Context: an optimization exercise on an open-source flow, tuned for small area, a short achievable clock period and few clock cycles. The choices shown serve that exercise and are no tape-out recipe. At most, simulation tests tie the RTL to the original design; equivalence was not proved. Function not checked in runs 3 to 7: the RTL went through the layout flow alone. Power and IR drop assume default switching activity.

$ cat design/flow/constraint.sdc
create_clock -name core_clock -period 11.0 [get_ports {clk}]
set_input_delay 2.2000 -clock core_clock [delete_from_list [all_inputs] [get_ports {clk}]]
set_output_delay 2.2000 -clock core_clock [all_outputs]
set_load 0.01 [all_outputs]
$ cat design/flow/standard.sh
#!/bin/bash
# synth_recipe.tcl (not shown) runs the flow's synth.tcl, then flattens the netlist and writes it again
# the make line also repeats each setting of config.mk as NAME=value (left out here)
make -C /OpenROAD-flow-scripts/flow DESIGN_CONFIG=/design/flow/config.mk WORK_HOME=/design/flow/orfs CLKGATE_MAP_FILE= SYNTH_SCRIPT=/design/flow/synth_recipe.tcl "${@:-finish}"
$ cat design/flow/config.mk
export PLATFORM = sky130hd
export DESIGN_NAME = SimpleCPU
export DESIGN_NICKNAME = SimpleCPU
export VERILOG_FILES = /design/flow/design.v
export SDC_FILE = /design/flow/constraint.sdc
export NUM_CORES = 4
export LEC_CHECK = 0
export ABC_AREA = 1
export CAP_MARGIN = 20
export CORE_MARGIN = 2
export CORE_UTILIZATION = 45
export SLEW_MARGIN = 20
$ cat design/flow/flow/run.sh
#!/bin/bash
# The standard layout, with plain buffers instead of delay cells on the ports,
# and timing repair aimed at a shorter period than the clock's.
set -euo pipefail
export BUFFER_PORTS_ARGS="-buffer_cell sky130_fd_sc_hd__buf_2"
export SETUP_SLACK_MARGIN=7.8
bash standard.sh > standard.log 2>&1
$ cat design/flow/design.v
module SimpleCPU(clk, rst, data_fromRAM, wrEn, addr_toRAM, data_toRAM);
input clk, rst;
input wire [31:0] data_fromRAM;
output reg wrEn;
output reg [9:0] addr_toRAM;
output reg [31:0] data_toRAM;    
localparam S_F0  = 4'd0,   
           S_F1  = 4'd1,   
           S_2   = 4'd2,   
           S_3   = 4'd3,   
           S_4   = 4'd4,   
           S_5   = 4'd5,   
           S_IT  = 4'd6,   
           S_J   = 4'd7,   
           S_BR  = 4'd8,   
           S_NFX = 4'd9,   
           S_NFL = 4'd10,  
           S_NFH = 4'd11;  
localparam OP_ADD = 4'd0, OP_ADDi = 4'd1, OP_NAND = 4'd2, OP_NANDi = 4'd3,
           OP_SRL = 4'd4, OP_SRLi = 4'd5, OP_LT = 4'd6, OP_LTi = 4'd7,
           OP_CP = 4'd8, OP_CPi = 4'd9, OP_CPI = 4'd10, OP_CPIi = 4'd11,
           OP_BZJ = 4'd12, OP_BZJi = 4'd13, OP_MUL = 4'd14, OP_MULi = 4'd15;
reg [3:0]  state;
reg        hz;           
reg [9:0]  pc;
reg [3:0]  op;
reg [9:0]  fa;           
reg [31:0] r2;           
reg [31:0] r3;           
reg        g32;          
reg        bz;           
reg        az;           
wire [31:0] d  = data_fromRAM;
wire [31:0] r1 = data_toRAM;
wire [9:0]  pc1 = pc + 10'd1;
wire st_f1  = state == S_F1;
wire st_2   = state == S_2;
wire st_3   = state == S_3;
wire st_4   = state == S_4;
wire st_5   = state == S_5;
wire st_it  = state == S_IT;
wire st_j   = state == S_J;
wire st_br  = state == S_BR;
wire st_nfx = state == S_NFX;
wire st_nfl = state == S_NFL;
wire st_nf  = state == S_NFX || state == S_NFL || state == S_NFH;
wire op_mul  = op[3:1] == 3'b111;
wire op_alu  = ~op[3];                  
wire op_imm  = op[0];
wire op_srl  = op[3:1] == 3'b010;
wire [32:0] sum;
add32 adder (.a(r1), .b(r2), .s(sum));
wire        lt   = sum[32];
wire        srl_last = g32 | (r2[4:1] == 4'd0);
wire        srl_nz   = ~g32 & (r2[4:0] != 5'd0);
wire r3hz = (r3[31:1] == 31'd0);
wire r2lz = (r2[30:0] == 31'd0);
wire r2z  = r2lz & ~r2[31];
wire mul_last = r3hz | r2lz;
wire jz   = st_j & az;
wire take = (st_f1 & ~hz) | (st_br & ~bz) | jz;
reg [3:0] state_n;
reg       nf;            
always @(*) begin
	nf = 1'b0;
	state_n = state;
	case (state)
	S_F0: state_n = S_F1;
	S_F1: state_n = hz ? S_F0 : S_2;
	S_2:  if (op == OP_CPi) begin nf = 1'b1; state_n = S_NFX; end    
	      else state_n = S_3;
	S_3:  case (op)
		OP_ADDi, OP_NANDi, OP_LTi: begin nf = 1'b1; state_n = S_NFX; end
		OP_SRLi: if (srl_last) begin nf = 1'b1; state_n = S_NFX; end
		         else state_n = S_IT;
		OP_MULi: state_n = S_IT;
		OP_BZJi: state_n = S_J;
		OP_CPIi, OP_CP: begin nf = 1'b1; state_n = S_NFL; end
		default: state_n = S_4;  
	      endcase
	S_4:  case (op)
		OP_SRL: state_n = S_IT;
		OP_MUL: if (r2z) begin nf = 1'b1; state_n = S_NFH; end
		        else state_n = S_IT;
		OP_CPI: state_n = S_5;
		OP_BZJ: state_n = S_BR;
		default: begin nf = 1'b1; state_n = S_NFX; end  
	      endcase
	S_5:  begin nf = 1'b1; state_n = S_NFL; end
	S_IT: if (op[3] ? mul_last : srl_last) begin nf = 1'b1; state_n = S_NFH; end
	S_J:  state_n = jz ? S_2 : S_F0;
	S_BR: state_n = bz ? S_F1 : S_2;
	S_NFX, S_NFL, S_NFH: state_n = S_F1;
	default: state_n = S_F0;
	endcase
end
wire nf_bzj = st_3 & (op == OP_BZJ);
wire pc_inc = nf | nf_bzj;
wire pc_jmp = ~pc_inc & (st_j | (st_br & bz));
wire pc_keep = ~pc_inc & ~pc_jmp;
wire a_a   = take;
wire a_pc1 = ~take & pc_inc;
wire a_b   = ~take & ~pc_inc & st_2;
wire a_ind = ~take & ~pc_inc & st_4 & (op == OP_CPI);
wire a_sum = ~take & ~pc_inc & ~(st_4 & (op == OP_CPI)) & (st_4 | st_j);
wire a_fa  = ~(a_a | a_pc1 | a_b | a_ind | a_sum);
always @(posedge clk) begin
	if (rst) begin
		state <= S_F0;
		pc <= 10'd0;
		addr_toRAM <= 10'd0;
		wrEn <= 1'b0;
		hz <= 1'b0;
	end else begin
		state <= state_n;
		wrEn <= st_nf;
		hz <= st_nf & (fa == pc);
		pc <= ({10{pc_inc}} & pc1) | ({10{pc_jmp}} & sum[9:0]) | ({10{pc_keep}} & pc);
		addr_toRAM <= ({10{a_a}} & d[23:14]) | ({10{a_pc1}} & pc1) | ({10{a_b}} & r2[9:0]) |
		              ({10{a_ind}} & d[9:0]) | ({10{a_sum}} & sum[9:0]) | ({10{a_fa}} & fa);
	end
end
wire op_lt   = ~op[3] & op[2] & op[1];
wire sel_zero = (st_2 & (op_mul | op == OP_BZJ | op == OP_CPi)) | ((st_nfx | st_it) & op_srl & g32);
wire sel_nd   = st_3 & op_lt;
wire sel_d    = (st_3 & ((op_alu & ~op_lt) | op == OP_BZJi)) | st_nfl;
wire sel_sum  = (st_nfx & op[2:1] == 2'b00) | (st_it & op[3] & r3[0]);
wire sel_nand = st_nfx & op[2:1] == 2'b01;
wire sel_lt   = st_nfx & op[2:1] == 2'b11;
wire sel_shr  = (st_nfx | st_it) & op_srl & srl_nz;
wire r1_en = sel_zero | sel_nd | sel_d | sel_sum | sel_nand | sel_lt | sel_shr;
wire [31:0] r1_n = ({32{sel_d}} & d) |
                   ({32{sel_nd}} & ~d) | ({32{sel_sum}} & sum[31:0]) |
                   ({32{sel_nand}} & ~(r1 & r2)) | {31'd0, sel_lt & lt} |
                   ({32{sel_shr}} & {1'b0, r1[31:1]});
wire s2_imm = take;
wire s2_d   = (st_3 & (op_mul | op == OP_BZJ)) | (st_4 & op_alu);
wire s2_shl = st_it & op[3];
wire s2_dec = st_it & ~op[3] & srl_nz;
wire s2_keep = ~(s2_imm | s2_d | s2_shl | s2_dec);
wire [31:0] r2_n = ({32{s2_d}} & d) | ({32{s2_imm}} & {18'd0, d[13:0]}) |
                   ({32{s2_shl}} & {r2[30:0], 1'b0}) |
                   ({32{s2_dec}} & {r2[31:5], r2[4:0] - 5'd1}) |
                   ({32{s2_keep}} & r2);
wire fa_cpii = st_3 & (op == OP_CPIi);
wire fa_keep = ~(take | fa_cpii);
always @(posedge clk) begin
	op <= ({4{take}} & d[31:28]) | ({4{~take}} & op);
	fa <= ({10{take}} & d[23:14]) | ({10{fa_cpii}} & d[9:0]) | ({10{fa_keep}} & fa);
	data_toRAM <= r1_n | ({32{~r1_en}} & r1);
	r2 <= r2_n;
	g32 <= (take & |d[13:5]) | (st_4 & |d[31:5]) | (~take & ~st_4 & g32);
	bz  <= (st_4 & (d == 32'd0)) | (~st_4 & bz);
	az  <= (st_3 & (d[9:0] == 10'd0)) | (~st_3 & az);
	r3 <= ({32{st_4}} & d) | ({32{st_3}} & {18'd0, r2[13:0]}) |
	      ({32{~st_3 & ~st_4}} & {1'b0, r3[31:1]});
end
endmodule
module add32(input [31:0] a, input [31:0] b, output [32:0] s);
  wire [31:0] p0 = a ^ b, g0 = a & b;
  wire [31:0] g1, p1, g2, p2, g3, p3, g4, p4, g5, p5, c;
  genvar i;
  generate for (i = 0; i < 32; i = i + 1) begin : l1
    if (i % 2 == 1) begin
      assign g1[i] = g0[i] | p0[i] & g0[i-1]; assign p1[i] = p0[i] & p0[i-1];
    end else begin
      assign g1[i] = g0[i]; assign p1[i] = p0[i];
    end
  end endgenerate
  generate for (i = 0; i < 32; i = i + 1) begin : l2
    if (i % 4 == 3) begin
      assign g2[i] = g1[i] | p1[i] & g1[i-2]; assign p2[i] = p1[i] & p1[i-2];
    end else begin
      assign g2[i] = g1[i]; assign p2[i] = p1[i];
    end
  end endgenerate
  generate for (i = 0; i < 32; i = i + 1) begin : l3
    if (i % 8 == 7) begin
      assign g3[i] = g2[i] | p2[i] & g2[i-4]; assign p3[i] = p2[i] & p2[i-4];
    end else begin
      assign g3[i] = g2[i]; assign p3[i] = p2[i];
    end
  end endgenerate
  generate for (i = 0; i < 32; i = i + 1) begin : l4
    if (i % 16 == 15) begin
      assign g4[i] = g3[i] | p3[i] & g3[i-8]; assign p4[i] = p3[i] & p3[i-8];
    end else begin
      assign g4[i] = g3[i]; assign p4[i] = p3[i];
    end
  end endgenerate
  generate for (i = 0; i < 32; i = i + 1) begin : l5
    if (i == 31) begin
      assign g5[i] = g4[i] | p4[i] & g4[i-16]; assign p5[i] = p4[i] & p4[i-16];
    end else begin
      assign g5[i] = g4[i]; assign p5[i] = p4[i];
    end
  end endgenerate
  generate for (i = 0; i < 32; i = i + 1) begin : dn
    if (i == 0 || i == 1 || i == 3 || i == 7 || i == 15 || i == 31)
      assign c[i] = g5[i];
    else if (i == 23)
      assign c[i] = g5[i] | p5[i] & c[15];
    else if (i % 8 == 7)
      assign c[i] = g5[i] | p5[i] & c[i-8];
    else if (i % 4 == 3)
      assign c[i] = g5[i] | p5[i] & c[i-4];
    else if (i % 2 == 1)
      assign c[i] = g5[i] | p5[i] & c[i-2];
    else
      assign c[i] = g0[i] | p0[i] & c[i-1];
  end endgenerate
  assign s[0] = p0[0];
  generate for (i = 1; i < 32; i = i + 1) begin : so
    assign s[i] = p0[i] ^ c[i-1];
  end endgenerate
  assign s[32] = c[31];
endmodule
==> summary.md, run 1 <==
| Metric | Value |
|---|---|
| Pin count of the biggest net entering global routing | 32 |
| GRT overflow | 0 |
| Total length of routed wires | roughly 28000 µm |
| Top_reg_cell synth | dfxtp_1 |
| CP Max Fanout | 2 |
| Critical path endpoint category | primary output |
| Placeable core area | 18100 µm² |
| Element type at the critical path start | register |
| Port Buffer Count | 76 |
| DR iter-0 viols | 819 |
| CTS tree | done |
| Ports | between 70 and 80 |
| Max Fclk | between 300 and 400 MHz |
| Most common cell after layout, fill and taps aside | nand2_1 |
| Die Span X | ~140 µm |
| Pwr/cell area | 255 nW/µm² |
| Setup TNS | 0 ns |
| Kind of critical path | register to primary output |
| Dpl hpwl | 19900 µm |
| Leakage | 4.38 nW |
| Total GRT Usage | 0.290 |
| Tmin final | between 3 and 4 ns |
| Max_cap viols | 0 |
| Via density | 5.89 |
| Number of global-route vias before repair | 7798 |
| Synthesized Nets | 1184 |
| Slew @ Worst Pin | 1.06 ns |
| Slew HR | 0.289 |
| Crit path DAT | 1.04 ns |
| Clk slew on worst S/H paths | about 0.060 ns |
| Min-Delay Path Depth | 2 |
| Final setup fails | 0 |
| Vias | 8300 |
| Post-route ant nets | 0 |
| Worst Path Required | just under 9 ns |
| First-pass GRT wire length | between 40000 and 50000 µm |
| Initial antenna violation count | 0 |
| Most frequent cells in the layout | 181 x nand2_1, 142 x inv_1, 107 x dfxtp_1, 79 x nor2_1, 76 x buf_2 |
| Final period util | 0.295 |
| Asr flop ratio synth | 0 |
| Final #Nets | about 1300 |
| Post-DR wirelength/cell | 20.2 µm |
| Clk buf depth | 2 |
| Endpoints failing hold | 0 |
| Area Growth Syn to Fin | 15.9% |
| RSZ-0062 raised after global routing | yes |
| Min Hold Slack | 0.465 ns |
| First-pass DRT Iterations | 5 |
| Synthesized area | 8390 µm² |
| Num CTS Buffers | 17 |
| Status | complete, no violations |
| Sequential fraction of the synthesis area | 0.339 |
| # DRC | 0 |
| Cell variety after synth | 57 |
| Die Y | 141 µm |
| CTS root buffer | clkbuf_16 |
| Worst VDD drop | 144 µV |
| Num Clock Sinks | ~140 |
| Initial Util | 0.462 |
| Yosys reg bits | 139 |
| EDFF count, synth | 6 |
| # rows | 49 |
| Pwr Total | ~2.5 mW |
| Placer Congestion | 0.926 |
| Cells after synthesis | around 1100 |
| Layout cells sized above 1 | 0.191 |
| HP Class | register to register |
| Synth warn | 1 |
| Reg2Reg Depth | 16 |
| Avg Inst Size Synth | 7.63 µm² |
| Pins Over Slew Limit | 0 |
| Htree depth | 4 |
| Inserted Diodes | 0 |
| Setup Skew | 0.00978 ns |
| Die ar. | around 20000 µm² |
| Worst-skew pair later-pin latency | approximately 0.44 ns |
-- cell type report --
class,count,area [µm²]
clock buffers,20,458
clock inverters,12,145
fillers,1816,8420
inverters,166,633
multi-input cells,751,4830
flip-flops and latches,139,2880
well taps,229,287
repair buffers,91,493
-- final timing paths --
path | startpoint | endpoint | slack [ns]
max | data_toRAM[0] | data_toRAM[0] | 7.76
min | r3[21] | r3[20] | 0.46
max reg2reg | r2[1] | data_toRAM[15] | 7.88
min reg2reg | r3[21] | r3[20] | 0.46
-- kinds of logic after synthesis --
kind of cell             count (synthesis)  synth area share
adder cells (fa/ha/maj)                 51            0.0904
XOR/XNOR                                29            0.0303
buffers and inverters                  210            0.0997
AND/OR/NAND/NOR                        406             0.222
AO/OA/AOI/OAI                          264             0.219
flip-flops                             139             0.339
-- synthesized netlist by cell type (7+ instances only) --
library cell,instances,share of area
a211oi_1,7,0.0063
a21oi_1,25,0.015
a221oi_1,16,0.017
a22oi_1,28,0.025
a31oi_1,18,0.013
buf_2,10,0.0060
clkbuf_1,26,0.012
dfxtp_1,133,0.32
fa_1,16,0.038
ha_1,35,0.052
inv_1,147,0.066
inv_2,17,0.0076
nand2_1,183,0.082
nand2_2,12,0.0090
nand3_1,54,0.032
nand4_1,33,0.025
nor2_1,84,0.038
nor3_1,11,0.0066
nor4_1,8,0.0060
o211ai_1,8,0.0072
o21ai_0,53,0.032
o221ai_1,35,0.037
o22ai_1,41,0.031
xnor2_1,11,0.011
xor2_1,18,0.019
-- worst max-delay path, cell delays in order (launching register included) --
cell and delay (ns):
dfxtp_2 0.33, buf_4 0.13, buf_2 0.14
-- layer usage --
layer  share of wire  wire [µm]  global-route usage
met1            0.45      12800               0.407
met2            0.46      13000               0.455
met3           0.077       2190              0.0503
met4           0.019        537              0.0974
met5               0          0                   0
-- sequential cells by signal, indices dropped and copies added, names as in the netlist, named ones only --
| name | flops |
|---|---|
| data_toRAM | 32 |
| r2 | 32 |
| r3 | 32 |
| addr_toRAM | 10 |
| fa | 10 |
| pc | 10 |
| state | 4 |
| g32 | 1 |
| hz | 1 |
| wrEn | 1 |
-- per-stage QoR --
step	area (µm²)	std cells	setup WS, ns	utilization
floorplan	8390	1099	7.92	-
global placement	8890	1365	7.52	0.490
detailed placement	8890	1365	7.43	0.490
CTS	9580	1403	7.75	0.528
global route	9720	1408	7.74	0.536
finish	9720	1408	7.76	0.536
-- repair_timing --
| item | in CTS | in global routing |
|---|---|---|
| endpoints found under the hold margin | 0 | 0 |
| hold buffers | 0 | 0 |
| setup endpoints to repair | 43 | 52 |
| pin swaps | 3 | 8 |
| cloned | 1 | 0 |
| resized for setup | 26 | 35 |
| buffers inserted | 5 | 5 |
-- where the power goes --
| part | internal (mW) | switching [mW] | leakage (nW) |
|---|---|---|---|
| logic | 0.389 | 0.650 | 2.93 |
| registers | 0.682 | 0.154 | 1.16 |
| clock network | 0.368 | 0.233 | 0.298 |
Testbench counts, summed over its fixed seeds: cycles 252,232.
==> inputs of run 2 (changes only) <==
--- a/design/flow/config.mk
+++ b/design/flow/config.mk
@@ -10,3 +10,3 @@
 export CORE_MARGIN = 2
-export CORE_UTILIZATION = 45
+export CORE_UTILIZATION = 35
 export SLEW_MARGIN = 20
==> summary.md, run 2 <==
| Metric | Value |
|---|---|
| Status | complete, no violations |
| Vias | 8336 |
| Leakage | 4.41 nW |
| Post-route ant nets | 0 |
| Cells after synthesis | 1099 |
| HP Class | register to register |
| Asr flop ratio synth | 0 |
| Slowest stage delay, CP | ~0.38 ns |
| CP bufs+invs | 3 |
| Element type at the critical path start | register |
| Critical path endpoint category | register |
| GRT overflow | 0 |
| CP Max Fanout | 3 |
| Synthesized Nets | 1184 |
| Pin count of the biggest net entering global routing | 32 |
| Int Pwr | 1.49 mW |
| Final #Nets | 1247 |
| Dpl hpwl | 20300 µm |
| Pins Over Slew Limit | 0 |
| Most common cell after layout, fill and taps aside | nand2_1 |
| Via density | between 5 and 6 |
| Combinational Power Share | 0.413 |
| Sequential fraction of the synthesis area | 0.339 |
| Clock power share | 0.257 |
| CTS root buffer | clkbuf_16 |
| Die Span X | 159 µm |
| RSZ-0062 raised after global routing | yes |
| Synth area leader | dfxtp_1 |
| Setup TNS | 0 ns |
| Placer Congestion | between 0.9 and 1 |
| Tmin final | 3.24 ns |
| CTS tree | done |
| Slowest CP cell | fa_2 |
| Kind of critical path | register to register |
| Num Clock Sinks | 139 |
| Clk buf depth | 2 |
| Most frequent cell on the critical path | inv_2 |
| Inserted Diodes | 0 |
| Initial Util | 0.357 |
| Num CTS Buffers | 17 |
| Yosys reg bits | 139 |
| Top_reg_cell synth | dfxtp_1 |
| # fillers | 2412 |
| Most frequent cells in the layout | 179 x nand2_1, 142 x inv_1, 113 x dfxtp_1, 82 x nor2_1, 76 x buf_2 |
| Pwr/cell area | 256 nW/µm² |
| Post-DR wirelength/cell | about 19 µm |
| Number of global-route vias before repair | 8103 |
| Final setup fails | 0 |
| Avg Inst Size Synth | about 7.6 µm² |
| Crit path DAT | about 3.5 ns |
| # DRC | 0 |
| Min Hold Slack | 0.472 ns |
| First-pass DRT Iterations | 6 |
| Biggest regs | data_toRAM x32, r2 x32, r3 x32 |
| Slew @ Worst Pin | 1.10 ns |
| Hold_buf cts | 0 |
| Slew HR | 0.266 |
| Htree depth | 4 |
| Layout cells sized above 1 | 0.184 |
| Cell variety after synth | 57 |
| List of most frequent post-synthesis cells | 183 x nand2_1, 147 x inv_1, 133 x dfxtp_1 |
| Setup Skew | 0.0159 ns |
| Port Buffer Count | 76 |
| Initial antenna violation count | 0 |
| Worst VDD drop | 136 µV |
| Total GRT Usage | 0.226 |
| CP delay by family, top | compound AO/OA/AOI/OAI gates |
| Reg power frac | 0.330 |
| Ports | 77 |
| DR iter-0 viols | 762 |
| Max Fclk | between 300 and 400 MHz |
| Critical-path cell list | ha_4 -> inv_2 -> fa_2 -> inv_2 -> nand3_2 -> nand3_4 -> a31oi_4 -> o21ai_4 -> inv_2 -> o21a_1 -> o21ai_2 -> a31oi_2 -> fa_2 -> xor2_1 -> o22ai_1 -> a221oi_1 -> o211ai_1 |
| Area Growth Syn to Fin | 18.1% |
| Register area | 2870 µm² |
| Net Sw Power | 1.04 mW |
| Endpoints failing hold | 0 |
| Synthesized area | between 8000 and 9000 µm² |
| Die ar. | 25200 µm² |
| Synth top area cells | dfxtp_1 32%, nand2_1 8.2%, inv_1 6.6% |
| Total length of routed wires | between 20000 and 30000 µm |
| Worst Path Required | around 11 ns |
| Clk slew on worst S/H paths | 0.06 ns |
| EDFF count, synth | 6 |
| Most common cell in the netlist | nand2_1 |
| # rows | 56 |
| Final period util | 0.294 |
| Multi-input logic area | 4880 µm² |
| Placeable core area | 23500 µm² |
| FF-to-FF setup slack | 7.76 ns |
| Switching part of the total | 0.412 |
| Worst-skew pair later-pin latency | about 0.43 ns |
| Synth warn | 1 |
| Share of the synthesized area in the top cell type | 0.317 |
| First-pass GRT wire length | 45400 µm |
| Max_cap viols | 0 |
| Die Y | 159 µm |
run 2: cell count changes in the layout (fill, tap and decap cells not counted), moves of 3 or more:
cell / delta
nor2_1: +3
clkinv_2: -6
nor2_2: -3
buf_4: -6
nand2_4: +3
dfxtp_2: -7
dfxtp_1: +6
run 2: area by class of cell:
type / instances / share of cell area
clock inverter: 9 / 0.0187
timing repair buffer: 87 / 0.0475
clock buffer: 23 / 0.0473
tap: 319 / 0.0403
sequential: 139 / 0.290
multi-input combinational: 751 / 0.492
inverter: 166 / 0.0636
run 2: cell families after synthesis:
kind of cell             after synthesis  share of synthesized area
XOR/XNOR                              29                     0.0303
AND/OR/NAND/NOR                      406                      0.222
buffers and inverters                210                     0.0997
flip-flops                           139                      0.339
AO/OA/AOI/OAI                        264                      0.219
adder cells (fa/ha/maj)               51                     0.0904
run 2: worst paths after layout:
path                                     from              to  cells past startpoint
worst max-delay path            data_toRAM[0]  data_toRAM[15]                     17
worst min-delay path                    r3[3]           r3[2]                      2
worst max register to register  data_toRAM[0]  data_toRAM[15]                     17
worst min register to register          r3[3]           r3[2]                      2
run 2: power by group through the flow:
| stage | combinational (mW) | clock (mW) | sequential, mW |
|---|---|---|---|
| global placement | 0.959 | 0 | 0.829 |
| finish | 1.05 | 0.651 | 0.836 |
| floorplan | 0.656 | 0 | 0.817 |
| CTS | 0.995 | 0.657 | 0.825 |
| global route | 1.16 | 0.676 | 0.854 |
| detailed placement | 0.963 | 0 | 0.829 |
run 2: worst register-to-register path: stages, from the launching register on:
cell and delay (ns):
dfxtp_2 0.37, ha_4 0.14, inv_2 0.03, fa_2 0.37, inv_2 0.06, nand3_2 0.08
nand3_4 0.09, a31oi_4 0.10, o21ai_4 0.19, inv_2 0.06, o21a_1 0.22, o21ai_2 0.19
a31oi_2 0.15, fa_2 0.38, xor2_1 0.17, o22ai_1 0.09, a221oi_1 0.27, o211ai_1 0.16
run 2: metrics by stage:
step | util | power (mW) | instance area, µm² | instances | worst slack [ns]
after floorplan | - | 1.47 | 8390 | 1099 | 7.92
after global placement | 0.383 | 1.79 | 8990 | 1454 | 7.45
after detailed placement | 0.383 | 1.79 | 8990 | 1454 | 7.38
after CTS | 0.415 | 2.48 | 9740 | 1492 | 7.74
after global routing | 0.422 | 2.69 | 9900 | 1494 | 7.70
final | 0.422 | 2.53 | 9900 | 1494 | 7.76
run 2: what timing repair did:
| action | 4_1_cts | 5_1_grt |
|---|---|---|
| setup endpoints to repair | 43 | 53 |
| pin swaps | 3 | 11 |
| resized for setup | 24 | 43 |
| cloned | 1 | 0 |
| buffers inserted | 5 | 2 |
run 2: layer usage:
metal | routed length (µm) | vias up | GRT usage | share of wire
li1 | - | 3974 | - | -
met1 | 13200 | 3985 | 0.312 | 0.46
met2 | 13000 | 329 | 0.364 | 0.46
met3 | 1680 | 48 | 0.0371 | 0.059
met4 | 647 | 0 | 0.0626 | 0.023
met5 | 0 | - | 0 | 0
==> inputs of run 3 (changes only) <==
--- a/design/flow/design.v
+++ b/design/flow/design.v
@@ -30,3 +30,2 @@
 reg        g32;          
-reg        bz;           
 reg        az;           
@@ -59,2 +58,3 @@
 wire mul_last = r3hz | r2lz;
+wire bz   = r3hz & ~r3[0];             
 wire jz   = st_j & az;
@@ -152,3 +152,2 @@
 	g32 <= (take & |d[13:5]) | (st_4 & |d[31:5]) | (~take & ~st_4 & g32);
-	bz  <= (st_4 & (d == 32'd0)) | (~st_4 & bz);
 	az  <= (st_3 & (d[9:0] == 10'd0)) | (~st_3 & az);
--- a/design/flow/config.mk
+++ b/design/flow/config.mk
@@ -10,3 +10,3 @@
 export CORE_MARGIN = 2
-export CORE_UTILIZATION = 35
+export CORE_UTILIZATION = 40
 export SLEW_MARGIN = 20
==> summary.md, run 3 <==
| Metric | Value |
|---|---|
| Htree depth | 4 |
| Synthesized area | approximately 8400 µm² |
| Element type at the critical path start | register |
| Synth top area cells | dfxtp_1 32%, nand2_1 9.0%, inv_1 6.8% |
| Mux contribution to synthesized area | 0 |
| Setup ws final | 7.79 ns |
| Worst-skew pair later-pin latency | 0.43 ns |
| GRT overflow | 0 |
| Setup TNS | 0 ns |
| Total GRT Usage | 0.248 |
| Total length of routed wires | around 27000 µm |
| Status | complete, no violations |
| Initial antenna violation count | 0 |
| Synth area leader | dfxtp_1 |
| Share of the synthesized area in the top cell type | 0.319 |
| Cells after synthesis | ~1100 |
| Reg-to-Reg Start | data_toRAM[0] |
| Slew HR | 0.408 |
| Pre-CTS setup slack | 7.22 ns |
| Die Span X | 149 µm |
| Slew @ Worst Pin | about 0.9 ns |
| FF-to-FF setup slack | 7.88 ns |
| Max_cap viols | 0 |
| Synth Area in XOR/XNOR | 0.0304 |
| Number of global-route vias before repair | 8021 |
| Post-synthesis adder-cell area fraction | 0.0908 |
| Ports | 77 |
| Most frequent cells in the layout | 192 x nand2_1, 141 x inv_1, 100 x dfxtp_1, 84 x nor2_1, 83 x nand3_1 |
| Pwr/cell area | 248 nW/µm² |
| Tmin final | 3.21 ns |
| Clk buf depth | 2 |
| Pins Over Slew Limit | 0 |
| Vias | ~8400 |
| Critical path endpoint category | primary output |
| Placeable core area | 20400 µm² |
| RSZ-0062 raised after global routing | yes |
| # DRC | 0 |
| HP Class | register to register |
| Port Buffer Count | 76 |
| Cell variety after synth | 46 |
| Worst Path Required | 8.80 ns |
| CP Max Fanout | 2 |
| Biggest regs | data_toRAM x32, r2 x32, r3 x32 |
| Num Clock Sinks | 138 |
| Final #Nets | between 1000 and 1500 |
| Synthesized Nets | 1213 |
| Pwr Total | about 2.5 mW |
| Finished Layout Cells | 1483 |
| Num CTS Buffers | 17 |
| Max Fclk | 311 MHz |
| Avg Inst Size Synth | between 7 and 8 µm² |
| Layout cells sized above 1 | 0.185 |
| CTS tree | done |
| Die ar. | 22100 µm² |
| Kind of critical path | register to primary output |
| EDFF count, synth | 5 |
| Worst setup path end | data_toRAM[0] |
| Worst VDD drop | around 140 µV |
| Synth Area in Simple Gates | 0.228 |
| Final period util | 0.292 |
| # rows | 52 |
| Crit path DAT | 1.01 ns |
| Yosys reg bits | 138 |
| Leakage | 4.45 nW |
| Dpl hpwl | 19500 µm |
| Inserted Diodes | 0 |
| Worst reg2reg endpoint | data_toRAM[30] |
| Post-route ant nets | 0 |
| DR iter-0 viols | just over 700 |
| Asr flop ratio synth | 0 |
| List of most frequent post-synthesis cells | 201 x nand2_1, 151 x inv_1, 133 x dfxtp_1 |
| First-pass DRT Iterations | 5 |
| Area Growth Syn to Fin | 19.9% |
| Endpoints failing hold | 0 |
| Setup Skew | approximately 0.013 ns |
| Pin count of the biggest net entering global routing | between 60 and 70 |
| Die Y | 149 µm |
| Via density | 5.68 |
| Reg2Reg Depth | 20 |
| Clk slew on worst S/H paths | 0.06 ns |
| Final setup fails | 0 |
| Post-DR wirelength/cell | 18.4 µm |
| Sequential fraction of the synthesis area | 0.337 |
| Main combinational cell family by area after synthesis | simple AND/OR/NAND/NOR gates |
| Placed insts | 1431 |
| First-pass GRT wire length | 43100 µm |
| Placer Congestion | 0.920 |
| CTS root buffer | clkbuf_16 |
| Top_reg_cell synth | dfxtp_1 |
| Initial Util | 0.410 |
| Most common cell after layout, fill and taps aside | nand2_1 |
| Synth warn | 1 |
| Min-Delay Path Depth | 2 |
| Most common cell in the netlist | nand2_1 |
| Setup crit start | data_toRAM[0] |
| Synth Area in Compound Gates | 0.216 |
==> run 3: worst max-delay path, stage by stage (launching register included) <==
cell,delay [ns]
dfxtp_2,0.33
buf_4,0.14
buf_6,0.12
==> run 3: per-layer routing <==
layer	global-route usage	vias to the layer above	share of wire
li1	-	4091	-
met5	0	-	0
met2	0.395	330	0.45
met3	0.0460	49	0.069
met4	0.0919	0	0.028
met1	0.338	3958	0.45
==> run 3: cells by family (layout without fill, tap and decap cells) <==
logic type,count (synthesis),in the layout
DFF,138,138
AOI/OAI and AO/OA,267,267
adders and majority gates,51,51
and+or+nand+nor,432,432
buffers and inverters,211,296
xor gates and xnor gates,29,29
==> run 3: how the worst min path moves through the flow <==
stage              to  startpoint  slack, ns
2_1_floorplan  r3[14]      r3[15]       0.45
3_3_place_gp   r3[18]      r3[19]       0.45
3_5_place_dp   r3[14]      r3[15]       0.46
4_1_cts        r3[14]      r3[15]       0.46
5_1_grt        r3[14]      r3[15]       0.48
6_report       r3[14]      r3[15]       0.46
==> run 3: through the flow <==
stage | hold slack, ns | util | instance area, µm²
after floorplan | 0.446 | - | 8360
after global placement | 0.451 | 0.437 | 8910
after detailed placement | 0.461 | 0.437 | 8910
after CTS | 0.464 | 0.478 | 9730
after global routing | 0.484 | 0.492 | 10000
final | 0.461 | 0.492 | 10000
==> run 3: area by class of cell <==
cell class                 count  area (µm²)
timing repair buffer         101         623
clock inverter                 9         183
inverter                     164         638
sequential                   138        2860
multi-input combinational    779        4880
tap                          270         338
clock buffer                  22         495
fill                        2051       10300
==> run 3: what timing repair did <==
action / 4_1_cts / 5_1_grt
pin swaps: 17 / 28
hold buffers: 0 / 0
resized for setup: 40 / 64
setup endpoints to repair: 56 / 63
buffers inserted: 7 / 13
==> run 3: where the power goes <==
part           switching (mW)  internal [mW]  total (mW)  leakage [nW]
Combinational           0.610          0.372       0.982          2.98
Sequential              0.156          0.677       0.834          1.15
Clock                   0.232          0.434       0.666         0.324
Total                   0.999           1.48        2.48          4.45
==> inputs of run 4 (changes only) <==
--- a/design/flow/design.v
+++ b/design/flow/design.v
@@ -30,2 +30,3 @@
 reg        g32;          
+reg        bz;           
 reg        az;           
@@ -58,3 +59,2 @@
 wire mul_last = r3hz | r2lz;
-wire bz   = r3hz & ~r3[0];             
 wire jz   = st_j & az;
@@ -136,3 +136,4 @@
 wire s2_imm = take;
-wire s2_d   = (st_3 & (op_mul | op == OP_BZJ)) | (st_4 & op_alu);
+wire mswap = st_4 & (op == OP_MUL) & (r2[31:12] == 20'd0);
+wire s2_d   = (st_3 & (op_mul | op == OP_BZJ)) | (st_4 & (op_alu | mswap));
 wire s2_shl = st_it & op[3];
@@ -152,4 +153,5 @@
 	g32 <= (take & |d[13:5]) | (st_4 & |d[31:5]) | (~take & ~st_4 & g32);
+	bz  <= (st_4 & (d == 32'd0)) | (~st_4 & bz);
 	az  <= (st_3 & (d[9:0] == 10'd0)) | (~st_3 & az);
-	r3 <= ({32{st_4}} & d) | ({32{st_3}} & {18'd0, r2[13:0]}) |
+	r3 <= ({32{st_4 & ~mswap}} & d) | ({32{mswap}} & r2) | ({32{st_3}} & {18'd0, r2[13:0]}) |
 	      ({32{~st_3 & ~st_4}} & {1'b0, r3[31:1]});
--- a/design/flow/flow/run.sh
+++ b/design/flow/flow/run.sh
@@ -5,3 +5,3 @@
 export BUFFER_PORTS_ARGS="-buffer_cell sky130_fd_sc_hd__buf_2"
-export SETUP_SLACK_MARGIN=7.8
+export SETUP_SLACK_MARGIN=7.75
 bash standard.sh > standard.log 2>&1
==> summary.md, run 4 <==
| Metric | Value |
|---|---|
| Die ar. | 22100 µm² |
| Synth area leader | dfxtp_1 |
| CP bufs+invs | 1 |
| Crit path DAT | 1.01 ns |
| Post-route ant nets | 0 |
| Slowest stage delay, CP | 0.42 ns |
| Slew HR | 0.307 |
| Synth warn | 1 |
| Clk buf depth | 2 |
| Pins Over Slew Limit | 0 |
| Top_reg_cell synth | dfxtp_1 |
| Synth top area cells | dfxtp_1 32%, nand2_1 10%, inv_1 7.6% |
| Port Buffer Count | between 70 and 80 |
| # rows | 52 |
| Total length of routed wires | 28600 µm |
| Max_cap viols | 0 |
| Hold_buf cts | 0 |
| Asr flop ratio synth | 0 |
| Synthesized area | 8390 µm² |
| Critical path endpoint category | primary output |
| Placed insts | 1462 |
| Initial Util | 0.410 |
| Dpl hpwl | 20600 µm |
| Clk slew on worst S/H paths | 0.07 ns |
| GRT overflow | 0 |
| Post-DR wirelength/cell | 18.9 µm |
| Cells after synthesis | roughly 1200 |
| Placeable core area | 20400 µm² |
| Max Fclk | 312 MHz |
| Biggest regs | data_toRAM x32, r2 x32, r3 x32 |
| Cell variety after synth | 44 |
| Finished Layout Cells | 1508 |
| Synthesized Nets | 1239 |
| Setup TNS | 0 ns |
| Avg Inst Size Synth | 7.27 µm² |
| Worst-skew pair later-pin latency | 0.43 ns |
| List of most frequent post-synthesis cells | 229 x nand2_1, 170 x inv_1, 133 x dfxtp_1 |
| Area Growth Syn to Fin | 17.7% |
| Setup Skew | 0.0121 ns |
| CTS tree | done |
| Final #Nets | 1310 |
| HP Class | register to register |
| Vias | 8432 |
| Slowest CP cell | dfxtp_1 |
| Tmin final | 3.21 ns |
| Pwr/cell area | around 250 nW/µm² |
| Most common cell in the netlist | nand2_1 |
| Leakage | roughly 4.4 nW |
| # fillers | 2093 |
| Htree depth | 4 |
| Final setup fails | 0 |
| Layout cells sized above 1 | 0.149 |
| Critical-path cell list | buf_2 |
| Sequential fraction of the synthesis area | 0.339 |
| RSZ-0062 raised after global routing | no |
| Ports | 77 |
| Status | complete, no violations |
| First-pass GRT wire length | between 40000 and 50000 µm |
| Most frequent cells in the layout | 225 x nand2_1, 165 x inv_1, 122 x dfxtp_1, 97 x nor2_1, 76 x buf_2 |
| DR iter-0 viols | around 780 |
| Share of the synthesized area in the top cell type | 0.318 |
| Element type at the critical path start | register |
| Setup ws final | 7.79 ns |
| Via density | 5.59 |
| CP delay by family, top | flip-flops |
| Final period util | 0.292 |
| Slew @ Worst Pin | approximately 1.0 ns |
| # DRC | 0 |
| Most common cell after layout, fill and taps aside | nand2_1 |
| Die Span X | approximately 150 µm |
| Initial antenna violation count | 0 |
| Worst VDD drop | 107 µV |
| Num Clock Sinks | 139 |
| CP Max Fanout | 4 |
| Inserted Diodes | 0 |
| EDFF count, synth | 6 |
| Pre-CTS setup slack | 7.00 ns |
| Num CTS Buffers | 17 |
| Endpoints failing hold | 0 |
| Yosys reg bits | 139 |
| First-pass DRT Iterations | 5 |
| Pin count of the biggest net entering global routing | 32 |
| Die Y | 149 µm |
| Worst Path Required | between 8 and 9 ns |
| Placer Congestion | 0.887 |
| Number of global-route vias before repair | 7923 |
| CTS root buffer | clkbuf_16 |
| Kind of critical path | register to primary output |
| Total GRT Usage | 0.261 |
==> run 4: kinds of logic (layout without fill, tap and decap cells) <==
| family | Yosys count | after routing | synth area share |
|---|---|---|---|
| DFF | 139 | 139 | 0.339 |
| xor gates and xnor gates | 32 | 32 | 0.0334 |
| buffers and inverters | 223 | 307 | 0.103 |
| AOI/OAI and AO/OA | 255 | 255 | 0.201 |
| adders and majority gates | 51 | 51 | 0.0904 |
| and+or+nand+nor | 454 | 454 | 0.232 |
==> run 4: tightest hold or removal path: cells and delay by family (launching register included) <==
kind            cells  cell delay (ns)
flops               1             0.33
simple gates        1             0.05
compound gates      1             0.06
==> run 4: where the power goes <==
part | switching, mW | leakage (nW) | internal [mW]
Sequential | 0.153 | 1.15 | 0.672
Combinational | 0.653 | 2.98 | 0.374
Clock | 0.232 | 0.307 | 0.380
==> run 4: path summary, 6_finish.rpt <==
check | depth (start not counted) | from | endpoint | slack (ns)
max | 1 | data_toRAM[5] | data_toRAM[5] | 7.79
min | 2 | r3[23] | r3[22] | 0.46
max reg2reg | 20 | data_toRAM[0] | data_toRAM[27] | 7.81
min reg2reg | 2 | r3[23] | r3[22] | 0.46
==> run 4: area by class of cell <==
type	instances	area, µm²	area share
timing repair buffer	94	536	0.0543
clock inverter	8	104	0.0105
clock buffer	24	524	0.0531
multi-input combinational	792	4820	0.488
timing repair inverter	2	12.5	0.00127
sequential	139	2860	0.289
inverter	179	679	0.0688
tap	270	338	0.0342
==> run 4: through the flow <==
stage	util	power, mW	hold WS [ns]	cell area, µm²
after floorplan	-	1.44	0.429	8390
after global placement	0.439	1.76	0.443	8970
after detailed placement	0.439	1.77	0.453	8970
after CTS	0.473	2.40	0.470	9660
after global routing	0.483	2.63	0.491	9870
final	0.483	2.46	0.462	9870
==> run 4: what timing repair did <==
action,CTS,global route
gates resized for setup,20,30
pin swaps,1,13
setup endpoints to repair,35,39
cloned,1,1
buffers inserted,0,11
==> run 4: routing by layer <==
| layer | vias up | global-route usage | part of all wire |
|---|---|---|---|
| met2 | 342 | 0.406 | 0.45 |
| met5 | - | 0 | 0 |
| li1 | 4099 | - | - |
| met4 | 0 | 0.0890 | 0.031 |
| met3 | 50 | 0.0526 | 0.073 |
| met1 | 3941 | 0.362 | 0.45 |
==> inputs of run 5 (changes only) <==
--- a/design/flow/flow/run.sh
+++ b/design/flow/flow/run.sh
@@ -5,3 +5,3 @@
 export BUFFER_PORTS_ARGS="-buffer_cell sky130_fd_sc_hd__buf_2"
-export SETUP_SLACK_MARGIN=7.75
+export SETUP_SLACK_MARGIN=7.8
 bash standard.sh > standard.log 2>&1
==> summary.md, run 5 <==
| Metric | Value |
|---|---|
| Reg power frac | 0.337 |
| CTS tree | done |
| Placed insts | 1462 |
| Pin count of the biggest net entering global routing | 32 |
| Reg2Reg Depth | 17 |
| CTS root buffer | clkbuf_16 |
| Initial Util | 0.410 |
| First-pass DRT Iterations | 5 |
| Synthesized area | 8390 µm² |
| Port Buffer Count | 76 |
| Max_cap viols | 0 |
| Worst-skew pair later-pin latency | 0.43 ns |
| FF-to-FF setup slack | 7.89 ns |
| Critical path endpoint category | primary output |
| Leakage | 4.42 nW |
| Biggest regs | data_toRAM x32, r2 x32, r3 x32 |
| Status | complete, no violations |
| CP Max Fanout | 3 |
| Total GRT Usage | 0.261 |
| Final #Nets | ~1300 |
| Total length of routed wires | approximately 28000 µm |
| Net Sw Power | between 1 and 1.5 mW |
| Synth top area cells | dfxtp_1 32%, nand2_1 10%, inv_1 7.6% |
| Combinational Power Share | 0.415 |
| Setup crit start | data_toRAM[8] |
| M1 WL | between 10000 and 15000 µm |
| Setup Skew | 0.0108 ns |
| Die Y | roughly 150 µm |
| Critical-path cell list | buf_2 |
| WL met3 | 2100 µm |
| Top_reg_cell synth | dfxtp_1 |
| Synth warn | 1 |
| Worst reg2reg endpoint | data_toRAM[15] |
| Element type at the critical path start | register |
| Post-route ant nets | 0 |
| Die ar. | 22100 µm² |
| Clk slew on worst S/H paths | 0.06 ns |
| Tmin final | 3.17 ns |
| Num CTS Buffers | 17 |
| Clk buf depth | 2 |
| Cell variety after synth | 44 |
| Routed wl met2 | 12800 µm |
| Total stage count of the critical path | 1 |
| Slowest CP cell | dfxtp_1 |
| Worst VDD drop | 106 µV |
| Via density | 5.55 |
| Die Span X | 149 µm |
| Number of global-route vias before repair | 7927 |
| Setup TNS | 0 ns |
| First-pass GRT wire length | roughly 45000 µm |
| # DRC | 0 |
| Asr flop ratio synth | 0 |
| Ports | 77 |
| Worst setup path end | data_toRAM[8] |
| Pins Over Slew Limit | 0 |
| Most frequent cells in the layout | 226 x nand2_1, 163 x inv_1, 107 x dfxtp_1, 97 x nor2_1, 76 x buf_2 |
| Cells after synthesis | about 1200 |
| Worst Path Required | approximately 8.8 ns |
| Final period util | 0.288 |
| List of most frequent post-synthesis cells | 229 x nand2_1, 170 x inv_1, 133 x dfxtp_1 |
| Synthesized Nets | 1239 |
| Htree depth | 4 |
| RSZ-0062 raised after global routing | yes |
| Min-Delay Path Depth | 2 |
| Most common cell after layout, fill and taps aside | nand2_1 |
| Synth area leader | dfxtp_1 |
| Yosys reg bits | 139 |
| Switching part of the total | 0.420 |
| Top Layer Used | met4 |
| Post-DR wirelength/cell | 18.9 µm |
| Reg-to-Reg Start | data_toRAM[0] |
| Most common cell in the netlist | nand2_1 |
| Dpl hpwl | 20600 µm |
| Crit path DAT | 0.97 ns |
| Vias | 8354 |
| Slowest stage delay, CP | 0.39 ns |
| Pwr/cell area | 250 nW/µm² |
| Placeable core area | a little over 20000 µm² |
| Int Pwr | 1.43 mW |
| Slew HR | 0.303 |
| CP delay by family, top | flip-flops |
| Slew @ Worst Pin | 1.04 ns |
| Kind of critical path | register to primary output |
| Sequential fraction of the synthesis area | 0.339 |
| DR iter-0 viols | ~790 |
| Endpoints failing hold | 0 |
| Placer Congestion | about 0.9 |
| Share of the synthesized area in the top cell type | 0.318 |
| HP Class | register to register |
| # rows | 52 |
| CP bufs+invs | 1 |
| EDFF count, synth | 6 |
| Inserted Diodes | 0 |
| Initial antenna violation count | 0 |
| Num Clock Sinks | 139 |
| Avg Inst Size Synth | 7.27 µm² |
| Area Growth Syn to Fin | 18.0% |
| Layout cells sized above 1 | 0.160 |
| GRT overflow | 0 |
| Max Fclk | approximately 320 MHz |
| Final setup fails | 0 |
| Finished Layout Cells | approximately 1500 |
| Clock power share | 0.248 |
## run 5: cell type report
cell class / instances / area (µm²)
clock inverter: 8 / 104
inverter: 179 / 679
fill: 2082 / 10500
tap: 270 / 338
sequential: 139 / 2880
multi-input combinational: 792 / 4850
timing repair inverter: 2 / 12.5
timing repair buffer: 90 / 505
clock buffer: 24 / 524
## run 5: power groups by stage
stage / combinational [mW] / sequential (mW) / clock [mW]
floorplan: 0.627 / 0.812 / 0
global route: 1.14 / 0.852 / 0.642
finish: 1.02 / 0.833 / 0.613
detailed placement: 0.946 / 0.825 / 0
global placement: 0.938 / 0.826 / 0
CTS: 0.968 / 0.821 / 0.618
## run 5: per-stage QoR
| stage | hold WS, ns | setup slack (ns) | utilization | power (mW) | instance area, µm² |
|---|---|---|---|---|---|
| after floorplan | 0.429 | 7.92 | - | 1.44 | 8390 |
| after global placement | 0.443 | 7.11 | 0.439 | 1.76 | 8970 |
| after detailed placement | 0.453 | 7.00 | 0.439 | 1.77 | 8970 |
| after CTS | 0.470 | 7.80 | 0.473 | 2.41 | 9670 |
| after global routing | 0.491 | 7.74 | 0.484 | 2.64 | 9890 |
| final | 0.468 | 7.83 | 0.484 | 2.47 | 9890 |
## run 5: worst reg2reg max path, cell delays in order (launching register included)
cell and delay [ns]:
dfxtp_4 0.37, ha_4 0.14, inv_2 0.04, fa_2 0.40, inv_2 0.06, nand3_2 0.08, nand3_4 0.09, a31oi_4 0.11
o21ai_4 0.18, inv_2 0.07, o21a_1 0.21, o21ai_2 0.17, a31oi_1 0.13, fa_2 0.35, xor2_1 0.14, o22ai_1 0.11
a221oi_2 0.19, o211ai_1 0.12
## run 5: worst min path at each step
| stage | end | start | slack (ns) |
|---|---|---|---|
| floorplan | r3[16] | r3[17] | 0.43 |
| global placement | r3[14] | r3[15] | 0.44 |
| detailed placement | r3[9] | r3[10] | 0.45 |
| CTS | r3[18] | r3[19] | 0.47 |
| global route | r3[18] | r3[19] | 0.49 |
| finish | r3[18] | r3[19] | 0.47 |
## run 5: repair_timing
item	CTS	global route
resized for setup	34	38
hold buffers	0	0
setup endpoints to repair	46	46
cloned	1	1
buffers inserted	0	7
pin swaps	2	11
## run 5: layer usage
metal  vias to the layer above  track usage
li1                       4086            -
met1                      3896        0.362
met2                       321        0.405
met3                        51       0.0523
met4                         0       0.0905
met5                         -            0
## run 5: logic make-up (layout without fill, tap and decap cells)
kind of cell,after synthesis,after routing,synth area share
flip-flops,139,139,0.339
XOR/XNOR,32,32,0.0334
AND/OR/NAND/NOR,454,454,0.232
adder cells (fa/ha/maj),51,51,0.0904
buffers and inverters,223,303,0.103
AO/OA/AOI/OAI,255,255,0.201
==> inputs of run 6 (changes only) <==
--- a/design/flow/flow/run.sh
+++ b/design/flow/flow/run.sh
@@ -5,3 +5,3 @@
 export BUFFER_PORTS_ARGS="-buffer_cell sky130_fd_sc_hd__buf_2"
-export SETUP_SLACK_MARGIN=7.8
+export SETUP_SLACK_MARGIN=7.85
 bash standard.sh > standard.log 2>&1
==> summary.md, run 6 <==
| Metric | Value |
|---|---|
| Status | complete, no violations |
| Critical path endpoint category | primary output |
| Cell variety after synth | 44 |
| Crit path DAT | 0.95 ns |
| Tmin final | 3.15 ns |
| Placeable core area | 20400 µm² |
| Yosys reg bits | 139 |
| HP Class | register to register |
| Area Growth Syn to Fin | 20.0% |
| Worst-skew pair later-pin latency | 0.43 ns |
| Slew HR | 0.304 |
| Pwr Total | approximately 2.5 mW |
| Biggest regs | data_toRAM x32, r2 x32, r3 x32 |
| Endpoints failing hold | 0 |
| Total stage count of the critical path | 1 |
| Sequential fraction of the synthesis area | 0.339 |
| FF-to-FF setup slack | 7.86 ns |
| Min Hold Slack | about 0.47 ns |
| Die Span X | 149 µm |
| Worst VDD drop | 114 µV |
| Num Clock Sinks | 139 |
| Port Buffer Count | 76 |
| Most frequent cells in the layout | 226 x nand2_1, 163 x inv_1, 99 x dfxtp_1, 97 x nor2_1, 73 x buf_2 |
| Share of the synthesized area in the top cell type | 0.318 |
| List of most frequent post-synthesis cells | 229 x nand2_1, 170 x inv_1, 133 x dfxtp_1 |
| Final setup fails | 0 |
| # rows | 52 |
| Final period util | 0.286 |
| Setup TNS | 0 ns |
| Ports | 77 |
| Slowest stage delay, CP | 0.36 ns |
| Synth area leader | dfxtp_1 |
| Vias | 8537 |
| First-pass GRT wire length | 45000 µm |
| Max_cap viols | 0 |
| CTS tree | done |
| CP bufs+invs | 1 |
| Num CTS Buffers | 17 |
| Slowest CP cell | dfxtp_2 |
| Max Fclk | between 300 and 400 MHz |
| CP Max Fanout | 3 |
| # DRC | 0 |
| Setup Skew | 0.0116 ns |
| Hold_buf cts | 0 |
| Pwr/cell area | about 250 nW/µm² |
| Die Y | between 100 and 150 µm |
| CP delay by family, top | flip-flops |
| Most common cell after layout, fill and taps aside | nand2_1 |
| DR iter-0 viols | 799 |
| First-pass DRT Iterations | 7 |
| Reg-to-Reg Start | data_toRAM[0] |
| Final #Nets | ~1300 |
| Htree depth | 4 |
| Total GRT Usage | 0.263 |
| CTS root buffer | clkbuf_16 |
| Synthesized area | approximately 8400 µm² |
| Top_reg_cell synth | dfxtp_1 |
| Slew @ Worst Pin | just over 1 ns |
| HP Start | r3[23] |
| RSZ-0062 raised after global routing | yes |
| Dpl hpwl | 20600 µm |
| Leakage | 4.50 nW |
| GRT overflow | 0 |
| Post-route ant nets | 0 |
| Kind of critical path | register to primary output |
| EDFF count, synth | 6 |
| Pins Over Slew Limit | 0 |
| Hold EP | r3[22] |
| Synthesized Nets | 1239 |
| Clk slew on worst S/H paths | 0.07 ns |
| Element type at the critical path start | register |
| Number of global-route vias before repair | 7996 |
| Synth top area cells | dfxtp_1 32%, nand2_1 10%, inv_1 7.6% |
| Total length of routed wires | 28900 µm |
| Cells after synthesis | 1154 |
| Initial Util | 0.410 |
| Min-Delay Path Depth | 2 |
| Inserted Diodes | 0 |
| Avg Inst Size Synth | around 7.3 µm² |
| Clk buf depth | 2 |
| Worst Path Required | roughly 8.8 ns |
| Most common cell in the netlist | nand2_1 |
| Reg2Reg Depth | 17 |
| Placer Congestion | between 0.8 and 0.9 |
| Die ar. | around 22000 µm² |
| Layout cells sized above 1 | 0.176 |
| Via density | 5.63 |
| Worst reg2reg endpoint | data_toRAM[15] |
| Synth warn | 1 |
| Asr flop ratio synth | 0 |
| Critical-path cell list | buf_2 |
| Post-DR wirelength/cell | around 19 µm |
| Pin count of the biggest net entering global routing | 32 |
| Initial antenna violation count | 0 |
run 6: area by class of cell:
class / count / area [µm²]
fillers: 2071 / 10400
multi-input cells: 792 / 4850
flip-flops and latches: 139 / 2940
inverters: 179 / 679
repair buffers: 103 / 618
clock buffers: 24 / 524
well taps: 270 / 338
clock inverters: 8 / 104
repair inverters: 2 / 12.5
run 6: kinds of logic after synthesis:
logic type	synth area share
fa+ha+maj	0.0904
xor+xnor	0.0334
buf+inv	0.103
simple gates	0.232
flops	0.339
compound gates	0.201
run 6: per-layer routing:
| metal | GRT usage | vias up | routed length, µm |
|---|---|---|---|
| met1 | 0.363 | 4025 | 12500 |
| li1 | - | 4113 | - |
| met5 | 0 | - | 0 |
| met2 | 0.411 | 349 | 13200 |
| met3 | 0.0526 | 50 | 2370 |
| met4 | 0.0943 | 0 | 867 |
run 6: power by group:
part | internal [mW] | total, mW | switching (mW)
registers | 0.692 | 0.841 | 0.149
logic | 0.402 | 1.07 | 0.667
clock network | 0.380 | 0.613 | 0.233
run 6: through the flow:
stage	std cells	instance area [µm²]	setup slack, ns	utilization
4_1_cts	1498	9740	7.84	0.477
2_1_floorplan	1154	8390	7.92	-
6_report	1517	10100	7.85	0.492
3_5_place_dp	1462	8970	7.00	0.439
3_3_place_gp	1462	8970	7.11	0.439
5_1_grt	1517	10100	7.73	0.492
run 6: worst max-delay path by stage:
stage | to | startpoint
2_1_floorplan | data_toRAM[15] | data_toRAM[0]
3_3_place_gp | data_toRAM[20] | state[2]
3_5_place_dp | data_toRAM[14] | state[2]
4_1_cts | data_toRAM[15] | data_toRAM[0]
5_1_grt | data_toRAM[15] | data_toRAM[0]
6_report | data_toRAM[0] | data_toRAM[0]
run 6: repair_timing:
action | 4_1_cts | 5_1_grt
setup endpoints to repair | 62 | 54
resized for setup | 58 | 42
setup buffers | 2 | 18
gates cloned | 2 | 0
pin swaps | 4 | 15
==> inputs of run 7 (changes only) <==
--- a/design/flow/flow/run.sh
+++ b/design/flow/flow/run.sh
@@ -5,3 +5,3 @@
 export BUFFER_PORTS_ARGS="-buffer_cell sky130_fd_sc_hd__buf_2"
-export SETUP_SLACK_MARGIN=7.85
+export SETUP_SLACK_MARGIN=7.7
 bash standard.sh > standard.log 2>&1
==> summary.md, run 7 <==
| Metric | Value |
|---|---|
| Cells after synthesis | roughly 1200 |
| List of most frequent post-synthesis cells | 229 x nand2_1, 170 x inv_1, 133 x dfxtp_1 |
| Setup ws final | a little under 8 ns |
| Reg power frac | 0.335 |
| Setup TNS | 0 ns |
| Placer Congestion | 0.887 |
| Status | complete, no violations |
| Slowest stage delay, CP | roughly 0.46 ns |
| Hold_buf cts | 0 |
| First-pass GRT wire length | between 40000 and 50000 µm |
| Pwr/cell area | about 250 nW/µm² |
| Synthesized Nets | 1239 |
| Final setup fails | 0 |
| CP delay by family, top | flip-flops |
| Kind of critical path | register to primary output |
| # rows | 52 |
| Inserted Diodes | 0 |
| Int Pwr | 1.42 mW |
| Cell variety after synth | between 40 and 50 |
| Share of the synthesized area in the top cell type | 0.318 |
| Worst Path Required | 8.80 ns |
| Worst-skew pair later-pin latency | 0.43 ns |
| Biggest regs | data_toRAM x32, r2 x32, r3 x32 |
| Slowest CP cell | dfxtp_1 |
| Pre-CTS setup slack | 7.00 ns |
| Crit path DAT | 1.07 ns |
| Pins Over Slew Limit | 0 |
| Element type at the critical path start | register |
| # DRC | 0 |
| Dpl hpwl | 20600 µm |
| CP Max Fanout | 5 |
| First-pass DRT Iterations | 5 |
| Post-DR wirelength/cell | between 15 and 20 µm |
| Final instance area | slightly below 10000 µm² |
| Worst VDD drop | around 110 µV |
| HP Class | register to register |
| Area Growth Syn to Fin | 17.1% |
| Ports | 77 |
| Num CTS Buffers | 17 |
| Synth warn | 1 |
| GRT overflow | 0 |
| EDFF count, synth | 6 |
| Synth top area cells | dfxtp_1 32%, nand2_1 10%, inv_1 7.6% |
| Port Buffer Count | 76 |
| RSZ-0062 raised after global routing | no |
| Post-route ant nets | 0 |
| # fillers | around 2100 |
| Max Fclk | a little over 300 MHz |
| Synthesized area | 8390 µm² |
| CTS tree | done |
| Clk slew on worst S/H paths | 0.07 ns |
| Net Sw Power | 1.03 mW |
| Initial antenna violation count | 0 |
| Most frequent cells in the layout | 226 x nand2_1, 166 x inv_1, 129 x dfxtp_1, 97 x nor2_1, 76 x buf_2 |
| Most common cell in the netlist | nand2_1 |
| Number of global-route vias before repair | 7900 |
| Die Span X | 149 µm |
| Initial Util | 0.410 |
| Max_cap viols | 0 |
| Tmin final | 3.27 ns |
| Layout cells sized above 1 | 0.139 |
| Num Clock Sinks | 139 |
| DR iter-0 viols | 748 |
| Leakage | around 4.4 nW |
| Top_reg_cell synth | dfxtp_1 |
| Via density | 5.59 |
| Die Y | roughly 150 µm |
| Total GRT Usage | 0.260 |
| Htree depth | 4 |
| Switching part of the total | 0.422 |
| Synth area leader | dfxtp_1 |
| Clock power share | 0.250 |
| Avg Inst Size Synth | 7.27 µm² |
| Vias | 8413 |
| Critical path endpoint category | primary output |
| Pin count of the biggest net entering global routing | 32 |
| Critical-path cell list | buf_2 |
| Final period util | 0.297 |
| CP bufs+invs | 1 |
| Placeable core area | 20400 µm² |
| Yosys reg bits | 139 |
| Most common cell after layout, fill and taps aside | nand2_1 |
| Clk buf depth | 2 |
| Final #Nets | between 1000 and 1500 |
| Endpoints failing hold | 0 |
| CTS root buffer | clkbuf_16 |
| Placed Area | 8970 µm² |
| Setup Skew | 0.0103 ns |
| Die ar. | 22100 µm² |
| Asr flop ratio synth | 0 |
| Total length of routed wires | 28500 µm |
| Slew HR | 0.305 |
| Combinational Power Share | 0.415 |
| Sequential fraction of the synthesis area | 0.339 |
| Slew @ Worst Pin | between 1 and 1.5 ns |
run 7: cell count changes in the layout (fill, tap and decap cells not counted), sizes merged:
cell,previous run,this run
buf,103,92
run 7: final timing paths:
kind | slack (ns) | to | depth (start not counted) | from
worst min register to register | 0.47 | r3[18] | 2 | r3[19]
worst max register to register | 7.77 | data_toRAM[15] | 17 | data_toRAM[0]
worst min-delay path | 0.47 | r3[18] | 2 | r3[19]
worst max-delay path | 7.73 | data_toRAM[22] | 1 | data_toRAM[22]
run 7: cell families after synthesis:
group,synth area share
adder cells (fa/ha/maj),0.0904
AO/OA/AOI/OAI,0.201
AND/OR/NAND/NOR,0.232
flip-flops,0.339
XOR/XNOR,0.0334
buffers and inverters,0.103
run 7: layer usage:
layer / routed length (µm) / vias up / track usage
li1: - / 4096 / -
met1: 12900 / 3947 / 0.362
met2: 12900 / 320 / 0.411
met3: 1960 / 50 / 0.0520
met4: 796 / 0 / 0.0771
met5: 0 / - / 0
run 7: stage by stage:
| stage | cells | hold slack [ns] | power (mW) | utilization |
|---|---|---|---|---|
| floorplan | 1154 | 0.429 | 1.44 | - |
| global placement | 1462 | 0.443 | 1.76 | 0.439 |
| detailed placement | 1462 | 0.453 | 1.77 | 0.439 |
| CTS | 1495 | 0.470 | 2.40 | 0.472 |
| global route | 1506 | 0.491 | 2.62 | 0.481 |
| finish | 1506 | 0.467 | 2.45 | 0.481 |
run 7: layout make-up:
type	count	area [µm²]	area share
Clock buffer	24	524	0.0534
Tap cell	270	338	0.0344
Multi-Input combinational cell	792	4790	0.488
Inverter	179	679	0.0692
Clock inverter	8	104	0.0106
Timing Repair inverter	2	12.5	0.00127
Timing Repair Buffer	92	520	0.0530
Sequential cell	139	2850	0.290
run 7: what timing repair did:
item                       CTS  global route
gates cloned                 1             1
resized for setup           15            21
pin swaps                    0            12
setup endpoints to repair   28            26
hold endpoints to repair     0             0
setup buffers                0             9
run 7: power groups by stage:
stage / clock network (mW) / logic, mW / registers (mW)
3_5_place_dp: 0 / 0.946 / 0.825
5_1_grt: 0.643 / 1.14 / 0.841
4_1_cts: 0.618 / 0.965 / 0.816
3_3_place_gp: 0 / 0.938 / 0.826
2_1_floorplan: 0 / 0.627 / 0.812
6_report: 0.614 / 1.02 / 0.822
==> inputs of run 8 (changes only) <==
--- a/design/flow/design.v
+++ b/design/flow/design.v
@@ -136,4 +136,3 @@
 wire s2_imm = take;
-wire mswap = st_4 & (op == OP_MUL) & (r2[31:12] == 20'd0);
-wire s2_d   = (st_3 & (op_mul | op == OP_BZJ)) | (st_4 & (op_alu | mswap));
+wire s2_d   = (st_3 & (op_mul | op == OP_BZJ)) | (st_4 & op_alu);
 wire s2_shl = st_it & op[3];
@@ -155,3 +154,3 @@
 	az  <= (st_3 & (d[9:0] == 10'd0)) | (~st_3 & az);
-	r3 <= ({32{st_4 & ~mswap}} & d) | ({32{mswap}} & r2) | ({32{st_3}} & {18'd0, r2[13:0]}) |
+	r3 <= ({32{st_4}} & d) | ({32{st_3}} & {18'd0, r2[13:0]}) |
 	      ({32{~st_3 & ~st_4}} & {1'b0, r3[31:1]});
--- a/design/flow/flow/run.sh
+++ b/design/flow/flow/run.sh
@@ -5,3 +5,4 @@
 export BUFFER_PORTS_ARGS="-buffer_cell sky130_fd_sc_hd__buf_2"
-export SETUP_SLACK_MARGIN=7.7
+export SETUP_SLACK_MARGIN=7.8
+export CTS_ARGS="-sink_clustering_enable -repair_clock_nets -buf_list sky130_fd_sc_hd__clkbuf_16 -root_buf sky130_fd_sc_hd__clkbuf_16 -sink_clustering_size 30 -sink_clustering_max_diameter 200"
 bash standard.sh > standard.log 2>&1
==> summary.md, run 8 <==
| Metric | Value |
|---|---|
| Synth top area cells | dfxtp_1 32%, nand2_1 8.2%, inv_1 6.6% |
| Pre-CTS setup slack | 7.44 ns |
| GRT overflow | 0 |
| CP Max Fanout | 4 |
| Num CTS Buffers | 17 |
| Pwr Total | 2.41 mW |
| EDFF count, synth | 6 |
| Max Fclk | ~310 MHz |
| Setup Skew | 0.0119 ns |
| Most common cell in the netlist | nand2_1 |
| Top_reg_cell synth | dfxtp_1 |
| Min Hold Slack | 0.462 ns |
| Reg2Reg Depth | 17 |
| List of most frequent post-synthesis cells | 183 x nand2_1, 147 x inv_1, 133 x dfxtp_1 |
| Clk slew on worst S/H paths | roughly 0.060 ns |
| Sequential fraction of the synthesis area | 0.339 |
| Biggest regs | data_toRAM x32, r2 x32, r3 x32 |
| First-pass DRT Iterations | 5 |
| Die ar. | 22100 µm² |
| Placed Area | 8930 µm² |
| Fin util | 0.473 |
| Status | complete, no violations |
| Synth warn | 1 |
| Total length of routed wires | approximately 28000 µm |
| Cells after synthesis | 1099 |
| Critical-path cell list | buf_2 |
| Via density | 5.72 |
| Total GRT Usage | 0.255 |
| Yosys reg bits | 139 |
| Synthesized area | 8390 µm² |
| Hold_buf cts | 0 |
| Area Growth Syn to Fin | 15.1% |
| Final setup fails | 0 |
| Placeable core area | 20400 µm² |
| Tmin final | 3.19 ns |
| Dpl hpwl | between 20000 and 25000 µm |
| HP Class | register to register |
| Die Y | between 100 and 150 µm |
| Slowest stage delay, CP | around 0.4 ns |
| Most common cell after layout, fill and taps aside | nand2_1 |
| Initial Util | 0.411 |
| DR iter-0 viols | slightly above 700 |
| Avg Inst Size Synth | 7.63 µm² |
| Finished Layout Cells | 1446 |
| # rows | 52 |
| Pin count of the biggest net entering global routing | 32 |
| Clk buf depth | 2 |
| Element type at the critical path start | register |
| # DRC | 0 |
| Pwr/cell area | 250 nW/µm² |
| CP bufs+invs | 1 |
| Placer Congestion | between 0.9 and 1 |
| Placed insts | 1406 |
| CP delay by family, top | flip-flops |
| Post-route ant nets | 0 |
| Inserted Diodes | 0 |
| Num Clock Sinks | 139 |
| Endpoints failing hold | 0 |
| Min-Delay Path Depth | 2 |
| Max_cap viols | 0 |
| Cell variety after synth | between 50 and 60 |
| Slew HR | 0.322 |
| Slowest CP cell | dfxtp_1 |
| HP Start | r3[31] |
| Final #Nets | 1248 |
| Share of the synthesized area in the top cell type | 0.317 |
| Post-DR wirelength/cell | 19.5 µm |
| Synth area leader | dfxtp_1 |
| FF-to-FF setup slack | between 7 and 8 ns |
| Setup TNS | 0 ns |
| Asr flop ratio synth | 0 |
| Pins Over Slew Limit | 0 |
| RSZ-0062 raised after global routing | yes |
| Number of global-route vias before repair | 7841 |
| Final instance area | 9650 µm² |
| Worst Path Required | 8.80 ns |
| Hold EP | r3[30] |
| CTS tree | done |
| Leakage | 4.32 nW |
| Reg-to-Reg Start | r2[0] |
| Final period util | 0.290 |
| Initial antenna violation count | 0 |
| Worst-skew pair later-pin latency | 0.43 ns |
| Worst VDD drop | 137 µV |
| Die Span X | 149 µm |
| Vias | 8278 |
| Setup ws final | 7.81 ns |
| Htree depth | 4 |
| First-pass GRT wire length | 43800 µm |
| Crit path DAT | 0.99 ns |
| Most frequent cells in the layout | 182 x nand2_1, 143 x inv_1, 114 x dfxtp_1, 82 x nor2_1, 75 x buf_2 |
| Slew @ Worst Pin | 1.02 ns |
| Worst reg2reg endpoint | data_toRAM[12] |
| Critical path endpoint category | primary output |
| Synthesized Nets | approximately 1200 |
| Layout cells sized above 1 | 0.174 |
| CTS root buffer | clkbuf_16 |
| Kind of critical path | register to primary output |
| Port Buffer Count | 76 |
| Ports | 77 |
[run 8: worst max path at each step]
stage              startpoint             end  slack, ns  depth (start not counted)
2_1_floorplan   data_toRAM[0]  data_toRAM[15]       7.92                         17
3_3_place_gp            r2[0]  data_toRAM[15]       7.51                         17
3_5_place_dp            r2[0]  data_toRAM[15]       7.44                         17
4_1_cts                 r2[0]  data_toRAM[15]       7.69                         17
5_1_grt                 r2[0]  data_toRAM[15]       7.76                         17
6_report       data_toRAM[15]  data_toRAM[15]       7.81                          1
[run 8: logic make-up after synthesis]
family	count (synthesis)	synth area share
AO/OA/AOI/OAI	264	0.219
flip-flops	139	0.339
buffers and inverters	210	0.0997
AND/OR/NAND/NOR	406	0.222
XOR/XNOR	29	0.0303
adder cells (fa/ha/maj)	51	0.0904
[run 8: timing repair]
item	CTS	global route
buffers inserted	1	5
pin swaps	2	13
gates cloned	1	1
gates resized for setup	18	29
endpoints found under the setup margin	40	33
[run 8: area by class of cell]
| class | count | area (µm²) |
|---|---|---|
| sequential | 139 | 2870 |
| inverter | 166 | 626 |
| timing repair buffer | 87 | 465 |
| multi-input combinational | 752 | 4800 |
| clock inverter | 14 | 101 |
| tap | 270 | 338 |
| clock buffer | 18 | 450 |
| fill | 2117 | 10800 |
[run 8: report_power, final]
part           leakage, nW  switching (mW)  internal, mW  total, mW
registers             1.16           0.154         0.680      0.835
clock network        0.270           0.232         0.319      0.551
logic                 2.90           0.639         0.384       1.02
total                 4.32            1.02          1.38       2.41
[run 8: routing by layer]
metal	share of wire	up-vias	global-route usage	routed length, µm
met5	0	-	0	0
met4	0.026	0	0.0881	744
met3	0.068	49	0.0410	1920
met2	0.45	311	0.406	12700
met1	0.45	3937	0.352	12800
li1	-	3981	-	-
[run 8: tightest hold or removal path: stages (launching register included)]
cell	delay, ns
dfxtp_1	0.33
nand2_1	0.05
o21ai_0	0.05
Testbench counts of run 8, summed over its fixed seeds: cycles 252,232.

Check on run 8: ideal ports give 7.806 ns setup slack; a clkbuf_16 on the clock port and buf_2 on the inputs give 7.760 ns; moving port delays by the midpoint clock arrival (0.474 ns) as well gives 7.505 ns.
